What follows belongs to an exercise in optimizing a design on an open flow for small area; a production flow would make more cautious choices.
Only simulation tests tie the RTL to the original design; equivalence was not proved.
Power figures rest on the tool's default switching activity, not on a simulated workload.

==> design/flow/design.v <==
module StateMain(
     input clock,
     input reset,
     input StrobeIn,
     input LDistIn,
     input RDistIn,
     output [15:0] LED,
     output IN1,
     output IN2,
     output IN3,
     output IN4,
     output PWM,
     input colorsense,
     output [1:0] filter_select,
     output [2:0] color_out,
     output [3:0] an,
     output [6:0] seg
     );
wire [1:0] strobe;
wire [1:0] cc;
strobe_dec u_sd(.clock(clock), .reset(reset), .StrobeIn(StrobeIn),
                .strobe(strobe), .led_strobe(LED[10:9]));
drive u_dr(.clock(clock), .reset(reset), .strobe(strobe), .LDistIn(LDistIn), .RDistIn(RDistIn),
           .led_state(LED[15:11]), .IN1(IN1), .IN2(IN2), .IN3(IN3), .IN4(IN4), .PWM(PWM));
colour u_co(.clock(clock), .reset(reset), .colorsense(colorsense),
            .filter_select(filter_select), .cc(cc));
display u_di(.clock(clock), .reset(reset), .cc(cc), .strobe_hi(strobe[1]), .an(an), .seg(seg));
assign color_out = {cc == 2'd3, cc == 2'd2, cc == 2'd1};
assign LED[8:0] = 9'b0;
endmodule
module strobe_dec(input clock, input reset, input StrobeIn,
                  output reg [1:0] strobe, output [1:0] led_strobe);
localparam BT_T = 11'h7ff;    
localparam BT_S = 11'h3fd;    
localparam BT_R = 11'h281;    
reg [10:0] bt;
wire bt_end = &bt;
reg [9:0] morse;
wire [10:0] mnext = {morse, StrobeIn};
reg       cmd_seen;  
always @(posedge clock) begin
    if (reset) bt <= BT_R;
    else if (bt_end) bt <= BT_S;
    else bt <= {bt[9:0], bt[10] ^ bt[8]};
end
wire m_stop   = (mnext == 11'b10101000000);
wire m_pause  = (mnext == 11'b10111011101);
wire m_go     = (mnext == 11'b11101110100);
wire m_resume = (mnext == 11'b10111010000);
wire m_any = m_stop | m_pause | m_go | m_resume;
always @(posedge clock) begin
    if (reset) begin
        morse <= 10'd0;
        strobe <= 2'b10;
        cmd_seen <= 1'b0;
    end else if (bt_end) begin
        morse <= m_any ? 10'd0 : mnext[9:0];
        if (m_any) begin
            strobe <= {m_go | m_resume, m_pause | m_resume};
            cmd_seen <= 1'b1;
        end
    end
end
assign led_strobe = cmd_seen ? strobe : 2'b00;
endmodule
module drive(input clock, input reset, input [1:0] strobe, input LDistIn, input RDistIn,
             output [15:11] led_state, output IN1, output IN2, output IN3, output IN4,
             output PWM);
localparam S0 = 3'd0, S1 = 3'd1, S2 = 3'd2, S3 = 3'd3, S4 = 3'd4;
reg [2:0] state;
localparam OR = 3'd5;
reg [2:0] ostate;
localparam TC_T = 14'h3fff;
localparam TC_S = 14'h29d5;
reg [13:0] tc;
wire tc_end = &tc;
wire turning = (state == S3) | (state == S4);
always @(posedge clock) begin
    if (reset) begin
        state <= S0;
        ostate <= OR;
    end else case (state)
        S0: if (strobe == 2'b10) state <= S2; else ostate <= S0;
        S1: if (strobe == 2'b11) state <= S2; else ostate <= S1;
        S2: if (strobe == 2'b00) state <= S0;
            else if (strobe == 2'b01) state <= S1;
            else if (LDistIn) state <= S3;
            else if (RDistIn) state <= S4;
            else ostate <= S2;
        default: begin
            ostate <= state;
            if (tc_end) state <= S2;
        end
    endcase
end
always @(posedge clock) begin
    if (reset | ~turning | tc_end) tc <= TC_S;
    else tc <= {tc[12:0], tc[13] ^ tc[4] ^ tc[2] ^ tc[0]};
end
assign led_state[15] = (ostate == S0);
assign led_state[14] = (ostate == S1);
assign led_state[13] = (ostate == S2);
assign led_state[12] = (ostate == S3);
assign led_state[11] = (ostate == S4);
assign IN1 = (ostate == S0) | (ostate == S1) | (ostate == S2) | (ostate == S4);
assign IN2 = (ostate == S3);
assign IN3 = (ostate == S4);
assign IN4 = (ostate == S0) | (ostate == S1) | (ostate == S2) | (ostate == S3);
localparam PC_T  = 14'h3fff;
localparam PC_SA = 14'h2606;  
localparam PC_SB = 14'h0545;  
localparam PC_SC = 14'h3d65;  
localparam PC_R  = 14'h0c0c;  
reg [13:0] pc;
reg [1:0] rg;    
reg p;
reg pwm_r;
wire pc_end = &pc;
wire c50 = (ostate == S2);
wire c35 = (ostate == S3) | (ostate == S4);
always @(posedge clock) begin
    if (reset) begin
        pc <= PC_R;
        rg <= 2'b00;
        p <= 1'b0;
        pwm_r <= 1'b0;
    end else begin
        if (pc_end) begin
            pc <= rg[1] ? PC_SA : rg[0] ? PC_SC : PC_SB;
            rg <= {rg[0], ~rg[1] & ~rg[0]};
        end else
            pc <= {pc[12:0], pc[13] ^ pc[4] ^ pc[2] ^ pc[0]};
        p <= ~rg[1] & (c50 | (c35 & ~rg[0]));
        pwm_r <= p;
    end
end
assign PWM = pwm_r;
endmodule
module colour(input clock, input reset, input colorsense,
              output reg [1:0] filter_select, output reg [1:0] cc);
reg sig_dly;
wire pe = colorsense & ~sig_dly;
localparam CW_S = 13'h1f0b;
reg [12:0] cw;
reg gp;
wire cw_end = &cw;
wire cw_5001 = gp & cw[2] & ~cw[1];
wire cw_5002 = gp & cw[3] & ~cw[2];
wire cw_5003 = gp & ~cw[3];
wire w_red   = (filter_select == 2'b00);
wire w_blue  = (filter_select == 2'b01);
wire w_clear = (filter_select == 2'b10);
wire w_green = (filter_select == 2'b11);
wire decide = cw_5002 & w_red;         
wire wrap = decide | cw_5003;
wire cnt_pe = ~gp & pe;
reg [11:0] rc, bc;
reg [8:0] fc;            
reg f_ground, f_ok, f_redin, f_bluein;  
reg f_rgtb, f_bgtr;      
localparam [11:0] SAT = 12'd903;
wire r_sat = (rc == SAT);
wire b_sat = (bc == SAT);
wire r_one = &rc;
wire b_one = &bc;
wire inv = cw_5003 & w_clear;           
function ltf; input [11:0] x, k; integer i; reg r; begin
  r = 1'b0;
  for (i = 0; i < 12; i = i + 1) r = (~x[i] & k[i]) | ((~x[i] | k[i]) & r);
  ltf = r; end endfunction
wire ground = f_ground && ltf({3'b0,fc}, 12'd210);
wire gwin = f_ok && !ltf(rc, 12'd854) && !ltf(SAT, rc) && !ltf(bc, 12'd879) && !ltf(SAT, bc);
wire rwin = f_rgtb && !r_sat;
wire bwin = f_bgtr && !b_sat;
reg [1:0] cc_new;
always @* begin
    cc_new = cc;
    if (ground) cc_new = 2'd0;
    else if (gwin) begin if (ltf(12'd300, {3'b0,fc})) cc_new = 2'd3; end
    else if (rwin) begin if (f_redin && ltf({3'b0,fc}, 12'd350)) cc_new = 2'd1; end
    else if (bwin) begin if (f_bluein) cc_new = 2'd2; end
    else cc_new = 2'd0;
end
wire race = ~gp & w_clear;
wire r_inc = (cnt_pe & w_red) | race | (cnt_pe & w_green & ~r_sat);
wire b_inc = (cnt_pe & w_blue) | race | (cnt_pe & w_green & ~b_sat);
reg [11:0] rt, bt; integer i;
always @* begin
    rt[0] = r_inc; bt[0] = b_inc;
    for (i = 1; i < 12; i = i + 1) begin
        rt[i] = rt[i-1] & rc[i-1];
        bt[i] = bt[i-1] & bc[i-1];
    end
end
reg [8:0] ft;
always @* begin
    ft[0] = cnt_pe & ~(&fc);
    for (i = 1; i < 9; i = i + 1) ft[i] = ft[i-1] & fc[i-1];
end
always @(posedge clock) begin
    if (cw_5001 && w_blue) begin
        f_ground <= ltf(rc, 12'd225) && ltf(bc, 12'd225);
        f_ok <= !ltf(rc, 12'd50) && !ltf(bc, 12'd25);
        f_redin <= ltf(12'd450, rc) && ltf(bc, 12'd350);
        f_bluein <= ltf(12'd325, bc) && ltf(rc, 12'd250);
    end
    if (cw_5001 && w_clear && !ltf({3'b0,fc}, 12'd450)) f_ground <= 1'b0;
    if (inv) begin
        f_rgtb <= 1'b0;
        f_bgtr <= 1'b0;
    end else if (race) begin
        if (r_one & ~b_one & ~f_rgtb) f_bgtr <= 1'b1;
        if (b_one & ~r_one & ~f_bgtr) f_rgtb <= 1'b1;
    end
    if (reset) begin
        sig_dly <= 1'b0;
        cw <= CW_S;
        gp <= 1'b0;
        filter_select <= 2'b00;
        cc <= 2'd0;
    end else begin
        sig_dly <= colorsense;
        cw <= wrap ? CW_S : {cw[11:0], cw[12] ^ cw[9]};
        if (cw_end) gp <= 1'b1; else if (wrap) gp <= 1'b0;
        if (cw_5001) filter_select <= {filter_select[1] ^ filter_select[0], ~filter_select[0]};
        if (decide) cc <= cc_new;
    end
    if (reset | wrap) fc <= 9'd0; else fc <= fc ^ ft;
    if (reset | decide) begin rc <= 12'd0; bc <= 12'd0; end
    else begin rc <= rc ^ (rt | {12{inv}}); bc <= bc ^ (bt | {12{inv}}); end
end
endmodule
module display(input clock, input reset, input [1:0] cc, input strobe_hi,
               output [3:0] an, output [6:0] seg);
localparam A0 = 2'd0, A1 = 2'd1, F1 = 2'd2, D2 = 2'd3;
localparam DX_T  = 15'h7fff;
localparam DX_SF = 15'h1504;
localparam DX_SD = 15'h61df;
reg [1:0] ds;
reg [14:0] dx;
reg [1:0] ldc;       
reg show_d;          
reg [8:0] pre;       
reg [1:0] rf;        
reg rflag;           
wire cv = (cc != 2'd0);
wire dx_end = &dx;
wire pre_end = &pre;
always @(posedge clock) begin
    rflag <= reset;
    if (reset) begin
        ds <= A0;
        show_d <= 1'b0;
        pre <= 9'h1ff;
        rf <= 2'b11;
    end else begin
        pre <= {pre[7:0], pre[8] ^ pre[4] ^ (pre[7:0] == 8'd0)};
        if (pre_end) rf <= rf + 2'd1;
        show_d <= strobe_hi && ds == D2;
        case (ds)
            A0: if (cv) ds <= F1;
            A1: if (cv) ds <= F1;
            F1: if (dx_end) begin
                    if (cv) begin ds <= D2; ldc <= cc; end
                    else ds <= A0;
                end
            D2: if (dx_end) ds <= A1;
        endcase
    end
    case (ds)
        A0: dx <= DX_SF;
        A1: dx <= DX_T;
        F1: dx <= dx_end ? DX_SD : {dx[13:0], dx[14] ^ dx[13]};
        D2: dx <= {dx[13:0], dx[14] ^ dx[13]};
    endcase
end
assign an = rflag ? 4'b1111 :
            (rf == 2'd0) ? 4'b0111 : (rf == 2'd1) ? 4'b1011 : (rf == 2'd2) ? 4'b1101 : 4'b1110;
reg [6:0] seg_c;
always @* begin
    case ({ldc, rf})
        4'b01_00: seg_c = 7'b0101111;
        4'b01_01: seg_c = 7'b0000110;
        4'b01_10: seg_c = 7'b0100001;
        4'b01_11: seg_c = 7'b1111111;
        4'b10_00: seg_c = 7'b0000011;
        4'b10_01: seg_c = 7'b1000111;
        4'b10_10: seg_c = 7'b1100011;
        4'b10_11: seg_c = 7'b0000110;
        4'b11_00: seg_c = 7'b0010000;
        4'b11_01: seg_c = 7'b0101111;
        4'b11_10: seg_c = 7'b0101011;
        4'b11_11: seg_c = 7'b1111111;
        default:  seg_c = 7'b0000000;
    endcase
end
assign seg = {7{show_d}} & seg_c;
endmodule
module VerilogFile(
input SW0,
input SW1,
input clock,
input reset,
output IN1,
output IN2,
output IN3,
output IN4,
output PWMA,
output PWMB,
output [15:0] LED,
output[3:0] an,
output[6:0] seg,
input LDistIn,
input RDistIn,
input StrobeIn,
output [1:0]filter_select,
input colorsense,
output [2:0] color_out
);
StateMain u4(.clock(clock),.reset(reset),.IN1(IN1),.IN2(IN2),.IN3(IN3),.IN4(IN4),.LDistIn(LDistIn),.RDistIn(RDistIn),.LED(LED),.StrobeIn(StrobeIn),.PWM(PWMA),
.filter_select(filter_select),.colorsense(colorsense),.color_out(color_out),.an(an),.seg(seg));
assign PWMB = PWMA;
endmodule
==> design/flow/run.sh <==
#!/bin/bash
# synth_recipe.tcl (not shown) runs the flow's synth.tcl, then flattens the netlist and writes it again
# the make line also repeats each setting of config.mk as NAME=value (left out here)
make -C /OpenROAD-flow-scripts/flow DESIGN_CONFIG=/design/flow/config.mk WORK_HOME=/design/flow/orfs CLKGATE_MAP_FILE= SYNTH_SCRIPT=/design/flow/synth_recipe.tcl finish
==> design/flow/config.mk <==
export PLATFORM = sky130hd
export DESIGN_NAME = VerilogFile
export DESIGN_NICKNAME = VerilogFile
export VERILOG_FILES = /design/flow/design.v
export SDC_FILE = /design/flow/constraint.sdc
export NUM_CORES = 4
export LEC_CHECK = 0
export CAP_MARGIN = 20
export CORE_MARGIN = 2
export CORE_UTILIZATION = 40
export SLEW_MARGIN = 20
==> design/flow/constraint.sdc <==
create_clock -name core_clock -period 10.0 [get_ports {clock}]
set_input_delay 2.0000 -clock core_clock [delete_from_list [all_inputs] [get_ports {clock}]]
set_output_delay 2.0000 -clock core_clock [all_outputs]
set_load 0.01 [all_outputs]
==> results.ini, run 1 <==
[setup_path]
cp.arrival_ns=2.32
start_kind=register
worstSetupPathType=reg2out
cp_max_fo=7
end_kind=output pin
cp_data_required_time_ns=8.00

[clocking]
cts_buffers=17
cts_num_sinks=152
post_cts_buffers=0
path_clk_slew_ns=0.06
cts.repair.resized=0
worst_skew_pair.late_latency_ns=0.42
cts_tree=yes
h-tree-depth=4
cts_root_buf=clkbuf_16
cts_buffer_depth=2
hold_buffers=0

[synthesis]
syn_inst=733
syn-cell-area_mm2=0.00666
syn_area_per_cell_um2=9.08
ys_ff_latch=152
yosysTopAreaCell=dfxtp_1
yosysTopAreaCellShare=0.442
synthFlopType=dfxtp_1
ys_warn_count=4
yosysSeqAreaShare=0.465
synth-edff-count=5
synth_area_leaders=dfxtp_1, ha_1, nor2_1
yosysUniqueCellTypes=73
ys_async_sr_fraction=0

[layout]
most-common-layout-cells=dfxtp_1, nor2_1, nand2_1, a21oi_1, clkdlybuf4s50_1
final_nets=783
drive_gt1_frac=0.0821
layout.cells.non_filler=987
layout_commonest_cell=dfxtp_1
syn_to_final_growth_pct=16.0
diodes=0

[timing]
finalMaxSlewViolations=0
setup_viol=0
rsz0062_at_grt=false
period_share=0.432
final.setup.tns_ns=0
final.setup_skew_ns=0.00915
fin_crit_ns=4.32
final_hold_viol_count=0
fmax_ghz=0.232
slew_headroom=0.368
worst_slew_pin_slew_ns=0.945

[grt]
grt_pass1_vias=4801
grt_util_all_layers=0.150
grt_pass1_wl_um=21900
antenna_found_initial=0
grt_start_max_net_pins=58
gr-total-overflow=0

[detailed_routing]
wl_um=12900
avgRoutedWirePerCell_um=13.1
first_iter_violations=278
ant_nets=0
drc=0
dr.pass1.iters=5
vias=5104
vias_per_cell=5.17

[die]
coreArea_mm2=0.0164
placement_rows=47
initial_utilization=0.406
dieArea_mm2=0.0177
dieHeight_um=133
die-width_um=133
ios=46

[place]
hpwl_um=8990
portBuffers=34
dp.cells=955
routabilityCongestion=0.829

[hold_path]
min_path_type=reg2reg

[power_and_ir_drop]
cellLeakagePower_nw=3.00
power_density_mw_per_mm2=181
total_power_mw=1.40
max-vdd-ir-drop_v=0.000122

[job]
max-cap-violations=0

[run_status]
outcome=no timing/DRC/antenna violations

[worst max-delay path, stage by stage, from the launching register on]
cell	delay, ns
dfxtp_1	0.48
inv_1	0.17
ha_1	0.39
nand2_1	0.06
o21ai_0	0.14
and2_1	0.14
clkdlybuf4s50_1	0.53
[final timing paths]
kind	end	start	slack (ns)	cells past startpoint
hold / removal	u4.u_co.cw[1]	u4.u_co.cw[0]	0.45	1
setup reg to reg	u4.u_co.fc[8]	u4.u_co.fc[8]	7.25	13
hold reg to reg	u4.u_co.cw[1]	u4.u_co.cw[0]	0.45	1
setup / recovery	seg[6]	u4.u_di.rf[0]	5.68	6
[metrics by stage]
step                      utilization  hold WS [ns]  setup slack (ns)  instance area, um2
after floorplan                     -         0.403              5.95                6690
after global placement          0.433         0.419              5.15                7100
after detailed placement        0.433         0.423              5.28                7110
after CTS                       0.471         0.446              5.64                7720
after global routing            0.471         0.466              5.53                7720
final                           0.471         0.445              5.68                7720
[power by group]
| group | switching (mW) | internal (mW) | leakage [nW] |
|---|---|---|---|
| Sequential | 0.0194 | 0.629 | 1.24 |
| Combinational | 0.0437 | 0.0422 | 1.46 |
| Clock | 0.263 | 0.400 | 0.297 |
| Total | 0.326 | 1.07 | 3.00 |
[synth_stat cells (3+ instances only)]
library cell	instances
a211oi_1	4
nand2_1	59
nor2b_1	19
a22o_1	9
clkbuf_1	27
a31oi_1	9
o21ai_0	21
xor2_1	15
ha_1	21
nand3_1	15
or3_1	9
xnor2_1	16
nor2_1	63
mux2i_1	8
a41oi_1	4
dfxtp_1	147
o31ai_1	3
buf_4	13
a21o_1	3
a21oi_1	43
edfxtp_1	5
and3_1	11
nor3_1	21
inv_1	26
o22ai_1	4
a21boi_0	3
and2_1	29
nand4_1	16
or2_2	14
nand2b_1	26
nor4_1	7
and4_1	5
nor3b_1	9
[metal layers]
| layer | global-route usage | part of all wire |
|---|---|---|
| met1 | 0.193 | 0.49 |
| met2 | 0.240 | 0.45 |
| met3 | 0.0345 | 0.031 |
| met4 | 0.0669 | 0.021 |
| met5 | 0 | 0 |
[cells by family (layout without fill, tap and decap cells)]
| family | after synthesis | after routing | synth area share |
|---|---|---|---|
| compound gates | 130 | 130 | 0.130 |
| xor+xnor | 31 | 31 | 0.0408 |
| fa+ha+maj | 21 | 21 | 0.0395 |
| buf+inv | 69 | 95 | 0.0477 |
| flops | 152 | 152 | 0.465 |
| mux | 9 | 9 | 0.0137 |
| other cells | 1 | 9 | 0.000563 |
| simple gates | 320 | 320 | 0.263 |
[area by class of cell]
type / count / area, um2
repair buffers: 37 / 358
multi-input cells: 520 / 3280
clock inverters: 14 / 186
fillers: 1507 / 8680
flip-flops and latches: 152 / 3090
inverters: 26 / 97.6
well taps: 220 / 275
clock buffers: 18 / 429
[state kept, by name, indices dropped and copies added (netlist names), 2 cells and up]
register / cells
u4.u_di.dx: 15
u4.u_dr.pc: 14
u4.u_dr.tc: 14
u4.u_co.cw: 13
u4.u_co.bc: 12
u4.u_co.rc: 12
u4.u_sd.bt: 11
u4.u_sd.morse: 10
u4.u_co.fc: 9
u4.u_di.pre: 9
u4.u_dr.ostate: 3
u4.u_dr.state: 3
u4.u_co.cc: 2
u4.u_co.filter_select: 2
u4.u_di.ds: 2
u4.u_di.ldc: 2
u4.u_di.rf: 2
u4.u_dr.rg: 2
u4.u_sd.strobe: 2
==> inputs of run 2 (changes only) <==
==> design/flow/flow/run.sh (new file) <==
#!/bin/bash
# Standard ORFS layout, with: the standard synthesis's combinational logic
# re-mapped by ABC for area (registers untouched), minimum-size port
# buffers, and a clock tree of clkbuf_8 without dummy loads.
set -euo pipefail
F=$(pwd)/flow
R=orfs/results/sky130hd/VerilogFile/base
export LIB=$FLOW_HOME/platforms/sky130hd/lib/sky130_fd_sc_hd__tt_025C_1v80.lib
export BUFFER_PORTS_ARGS="-buffer_cell sky130_fd_sc_hd__buf_1"
export CTS_ARGS="-sink_clustering_enable -repair_clock_nets -dont_use_dummy_load -buf_list sky130_fd_sc_hd__clkbuf_8"
bash standard.sh synth > synth.log 2>&1
cp $R/1_2_yosys.v std_netlist.v
if DONTUSE=$F/dont_use_args.txt IN=std_netlist.v OUT=$(pwd)/remap_netlist.v yosys -c $F/remap.tcl > remap.log 2>&1 \
   && GOLD=std_netlist.v GATE=remap_netlist.v yosys -c $F/eqchk.tcl > eqchk.log 2>&1 \
   && ! grep -q '[:/]' <(grep -o '\\[^ ]*' remap_netlist.v); then
  cp remap_netlist.v $R/1_2_yosys.v
  rm -f $R/1_synth.odb $R/1_synth.sdc
  echo "using re-mapped netlist" > remap_used.txt
else
  echo "using standard netlist" > remap_used.txt
fi
bash standard.sh finish > finish.log 2>&1
==> design/flow/flow/dont_use_args.txt (new file) <==
-dont_use sky130_fd_sc_hd__lpflow_bleeder_1 -dont_use sky130_fd_sc_hd__lpflow_clkbufkapwr_1 -dont_use sky130_fd_sc_hd__lpflow_clkbufkapwr_16 -dont_use sky130_fd_sc_hd__lpflow_clkbufkapwr_2 -dont_use sky130_fd_sc_hd__lpflow_clkbufkapwr_4 -dont_use sky130_fd_sc_hd__lpflow_clkbufkapwr_8 -dont_use sky130_fd_sc_hd__lpflow_clkinvkapwr_1 -dont_use sky130_fd_sc_hd__lpflow_clkinvkapwr_16 -dont_use sky130_fd_sc_hd__lpflow_clkinvkapwr_2 -dont_use sky130_fd_sc_hd__lpflow_clkinvkapwr_4 -dont_use sky130_fd_sc_hd__lpflow_clkinvkapwr_8 -dont_use sky130_fd_sc_hd__lpflow_decapkapwr_12 -dont_use sky130_fd_sc_hd__lpflow_decapkapwr_3 -dont_use sky130_fd_sc_hd__lpflow_decapkapwr_4 -dont_use sky130_fd_sc_hd__lpflow_decapkapwr_6 -dont_use sky130_fd_sc_hd__lpflow_decapkapwr_8 -dont_use sky130_fd_sc_hd__lpflow_inputiso0n_1 -dont_use sky130_fd_sc_hd__lpflow_inputiso0p_1 -dont_use sky130_fd_sc_hd__lpflow_inputiso1n_1 -dont_use sky130_fd_sc_hd__lpflow_inputiso1p_1 -dont_use sky130_fd_sc_hd__lpflow_inputisolatch_1 -dont_use sky130_fd_sc_hd__lpflow_isobufsrc_1 -dont_use sky130_fd_sc_hd__lpflow_isobufsrc_16 -dont_use sky130_fd_sc_hd__lpflow_isobufsrc_2 -dont_use sky130_fd_sc_hd__lpflow_isobufsrc_4 -dont_use sky130_fd_sc_hd__lpflow_isobufsrc_8 -dont_use sky130_fd_sc_hd__lpflow_isobufsrckapwr_16 -dont_use sky130_fd_sc_hd__lpflow_lsbuf_lh_hl_isowell_tap_1 -dont_use sky130_fd_sc_hd__lpflow_lsbuf_lh_hl_isowell_tap_2 -dont_use sky130_fd_sc_hd__lpflow_lsbuf_lh_hl_isowell_tap_4 -dont_use sky130_fd_sc_hd__lpflow_lsbuf_lh_isowell_4 -dont_use sky130_fd_sc_hd__lpflow_lsbuf_lh_isowell_tap_1 -dont_use sky130_fd_sc_hd__lpflow_lsbuf_lh_isowell_tap_2 -dont_use sky130_fd_sc_hd__lpflow_lsbuf_lh_isowell_tap_4 -dont_use sky130_fd_sc_hd__probe_p_8 -dont_use sky130_fd_sc_hd__probec_p_8 
==> design/flow/flow/eqchk.tcl (new file) <==
# Prove the re-mapped netlist equal to the standard one (registers paired by name).
yosys -import
read_liberty -ignore_miss_func $::env(LIB)
read_verilog $::env(GOLD)
rename VerilogFile gold
read_verilog $::env(GATE)
rename VerilogFile gate
flatten
opt_clean
equiv_make gold gate equiv
hierarchy -top equiv
equiv_simple -seq 2
equiv_status -assert
==> design/flow/flow/remap.tcl (new file) <==
# Re-map the combinational logic of the standard synthesis netlist for area.
# Flip-flop instances (names and cell types) and ports are kept as they are.
yosys -import
set lib $::env(LIB)
set du [split [string trim [exec cat $::env(DONTUSE)]] " "]
read_liberty -ignore_miss_func $lib
read_verilog $::env(IN)
hierarchy -top VerilogFile
foreach c {dfxtp_1 edfxtp_1 conb_1} { catch { setattr -mod -set keep_hierarchy 1 sky130_fd_sc_hd__$c } }
flatten
opt_clean -purge
abc -liberty $lib {*}$du -script "+strash;&get,-n;&dch,-f;&nf,-a,-R,1000;&put;topo"
opt_clean -purge
setundef -zero
hilomap -singleton -hicell sky130_fd_sc_hd__conb_1 HI -locell sky130_fd_sc_hd__conb_1 LO
splitnets
opt_clean -purge
tee -o $::env(OUT).stat stat -liberty $lib
select VerilogFile
write_verilog -noattr -nohex -nodec -selected $::env(OUT)
==> design/flow/standard.sh (new file) <==
#!/bin/bash
# synth_recipe.tcl (not shown) runs the flow's synth.tcl, then flattens the netlist and writes it again
# the make line also repeats each setting of config.mk as NAME=value (left out here)
make -C /OpenROAD-flow-scripts/flow DESIGN_CONFIG=/design/flow/config.mk WORK_HOME=/design/flow/orfs CLKGATE_MAP_FILE= SYNTH_SCRIPT=/design/flow/synth_recipe.tcl "${@:-finish}"
removed: design/flow/run.sh
==> run 2 against run 1 <==
Compared with the run above:
- sequential power is essentially flat
- core utilization decreased by 3.6 points
- count of clock-buffer cells in the layout decreased by 1
- critical endpoint unchanged
==> results.ini, run 2 <==
[run_status]
outcome=no timing/DRC/antenna violations

[setup_path]
reg2reg_slack_ns=7.22
cp_data_required_time_ns=8.00
rr_worst_depth=13
startpoint=u4.u_di.rf[0]
cp.arrival_ns=1.96
start_kind=register
worstSetupPathType=reg2out
r2r-start=u4.u_co.fc[8]
regToRegEndpoint=u4.u_co.fc[8]
end_kind=output pin
cp_max_fo=7

[synthesis]
synth_area_leaders=dfxtp_1, ha_1, nor2_1
yosysMostFrequentCell=dfxtp_1
synth_fa_ha_area_frac=0.0395
synthFlopType=dfxtp_1
yosys-top-cells-count=dfxtp_1, nor2_1, nand2_1, a21oi_1, and2_1
synth_top_family_by_area=simple AND/OR/NAND/NOR gates
syn-cell-area_mm2=0.00666
yosysTopAreaCellShare=0.442
synth-edff-count=5
synth_compound_area_frac=0.130
ys_ff_latch=152
ys_async_sr_fraction=0
syn_inst=733
synth-simple-area-share=0.263
yosysSeqAreaShare=0.465
yosysTopAreaCell=dfxtp_1
syn_area_per_cell_um2=9.08
yosysUniqueCellTypes=73
ys_warn_count=4
synth-xor-area-share=0.0408
synthMuxAreaShare=0.0137

[detailed_routing]
vias=4970
dr.pass1.iters=4
vias_per_cell=5.11
first_iter_violations=257
ant_nets=0
drc=0
avgRoutedWirePerCell_um=12.8
wl_um=12400

[layout]
largest_register_ffs=15
largest_register=u4.u_di.dx
final_nets=783
diodes=0
drive_gt1_frac=0.0652
fillers=1609
layout.cells.non_filler=972
most-common-layout-cells=dfxtp_1, nor2_1, nand2_1, a21oi_1, buf_1
biggestRegsByFlops=u4.u_di.dx (15), u4.u_dr.pc (14), u4.u_dr.tc (14)
syn_to_final_growth_pct=7.20
layout_commonest_cell=dfxtp_1

[clocking]
hold_buffers=0
post_cts_buffers=0
cts_tree=yes
cts_num_sinks=152
cts_root_buf=clkbuf_8
cts_buffer_depth=2
worst_skew_pair.late_latency_ns=0.45
cts.repair.resized=0
h-tree-depth=4
cts_buffers=17
path_clk_slew_ns=0.08

[grt]
grt_pass1_vias=4619
grt_pass1_wl_um=21300
grt_util_all_layers=0.146
gr-total-overflow=0
grt_start_max_net_pins=58
antenna_found_initial=0

[timing]
fin_crit_ns=3.96
slew_headroom=0.405
setup_viol=0
finalMaxSlewViolations=0
final_hold_viol_count=0
fmax_ghz=0.253
worst_slew_pin_slew_ns=0.890
rsz0062_at_grt=false
period_share=0.396
final.setup_skew_ns=0.0194
final.setup.tns_ns=0
setup_ws_ns=6.04
holdWs_ns=0.427

[power_and_ir_drop]
cellLeakagePower_nw=2.75
total_power_mw=1.06
max-vdd-ir-drop_v=0.0000843
power_density_mw_per_mm2=148

[place]
routabilityCongestion=0.832
dp.cells=955
portBuffers=34
hpwl_um=8770
post-place-ws_ns=5.56

[hold_path]
hold_start=u4.u_dr.tc[5]
hold_end=u4.u_dr.tc[6]
min_path_type=reg2reg
hold_path_depth=1

[die]
placement_rows=47
dieHeight_um=133
coreArea_mm2=0.0164
ios=46
die-width_um=133
dieArea_mm2=0.0177
initial_utilization=0.406

[job]
max-cap-violations=0

[run 2: changes by cell type in the layout (fill, tap and decap cells not counted), moves of 3 or more]
| cell | before | now |
|---|---|---|
| buf_1 | 0 | 33 |
| clkdlybuf4s50_1 | 33 | 0 |
| clkbuf_16 | 17 | 0 |
| clkbuf_8 | 0 | 17 |
| inv_6 | 5 | 0 |
| bufinv_16 | 3 | 0 |
[run 2: kinds of logic (layout without fill, tap and decap cells)]
| group | Yosys count | count (layout) |
|---|---|---|
| xor gates and xnor gates | 31 | 31 |
| AOI/OAI and AO/OA | 130 | 130 |
| DFF | 152 | 152 |
| buffers and inverters | 69 | 80 |
| adders and majority gates | 21 | 21 |
| and+or+nand+nor | 320 | 320 |
| other | 1 | 9 |
| muxes | 9 | 9 |
[run 2: worst max-delay path by stage]
stage | endpoint | slack, ns | depth (start not counted)
floorplan | u4.u_co.fc[8] | 5.95 | 12
finish | seg[6] | 6.04 | 6
global placement | u4.u_co.fc[8] | 5.25 | 6
CTS | seg[6] | 5.99 | 6
detailed placement | u4.u_co.fc[8] | 5.56 | 6
global route | u4.u_co.fc[7] | 5.79 | 6
[run 2: power breakdown]
part           internal, mW  leakage (nW)  switching [mW]
Clock                 0.150         0.122           0.184
Combinational        0.0326          1.38          0.0423
Sequential            0.629          1.24          0.0193
Total                 0.811          2.75           0.245
[run 2: worst max-delay path: stages, from the launching register on]
cell     delay [ns]
dfxtp_1        0.48
inv_1          0.16
ha_1           0.39
nand2_1        0.06
o21ai_0        0.13
and2_1         0.15
buf_1          0.15
[run 2: routing by layer]
| metal | GRT usage | routed length, um | up-vias |
|---|---|---|---|
| met5 | 0 | 0 | - |
| met4 | 0.0651 | 291 | 0 |
| met3 | 0.0441 | 371 | 18 |
| met2 | 0.230 | 5700 | 73 |
| met1 | 0.184 | 6080 | 2313 |
| li1 | - | - | 2566 |
[run 2: cell type report]
class	count	area, um2	share of cell area
inverters	26	97.6	0.0137
multi-input cells	520	3280	0.460
well taps	220	275	0.0386
clock buffers	17	234	0.0328
repair buffers	37	151	0.0212
flip-flops and latches	152	3090	0.433
[run 2: metrics by stage]
stage / util / cell area [um2]
2_1_floorplan: - / 6690
3_3_place_gp: 0.420 / 6900
3_5_place_dp: 0.421 / 6900
4_1_cts: 0.435 / 7140
5_1_grt: 0.435 / 7140
6_report: 0.435 / 7140

==> separate check: timing with driven ports <==
How much do the figures lean on ideal ports? The routed layouts below were timed once more, with nothing changed but the port constraints. Step 1, drivers: a clkbuf_16 drives clock and a buf_2 each remaining input, both assumed. Step 2 moves the port delays by t, midway between the first and last clock arrival at a register: inputs arrive t later, outputs are due t later. That takes back most of the time a late clock gives input paths. Three values: ideal ports, drivers, drivers and shift; two values: the first two.
| run | t (ns) | slack for setup (ns) | latest minus earliest clock arrival (ns) | cell pins on the clock port's net |
|---|---|---|---|---|
| run 1 | 0.454 | 5.684 / 5.645 / 5.310 | 0.010 / 0.011 | 1 |
| run 2 | 0.473 | 6.040 / 6.003 / 5.679 | 0.029 / 0.029 | 1 |
After both steps setup and hold are still met in every run listed. The setup slack of run 1, which loses most, moves by -0.039 ns with the drivers and by -0.374 ns with both steps.
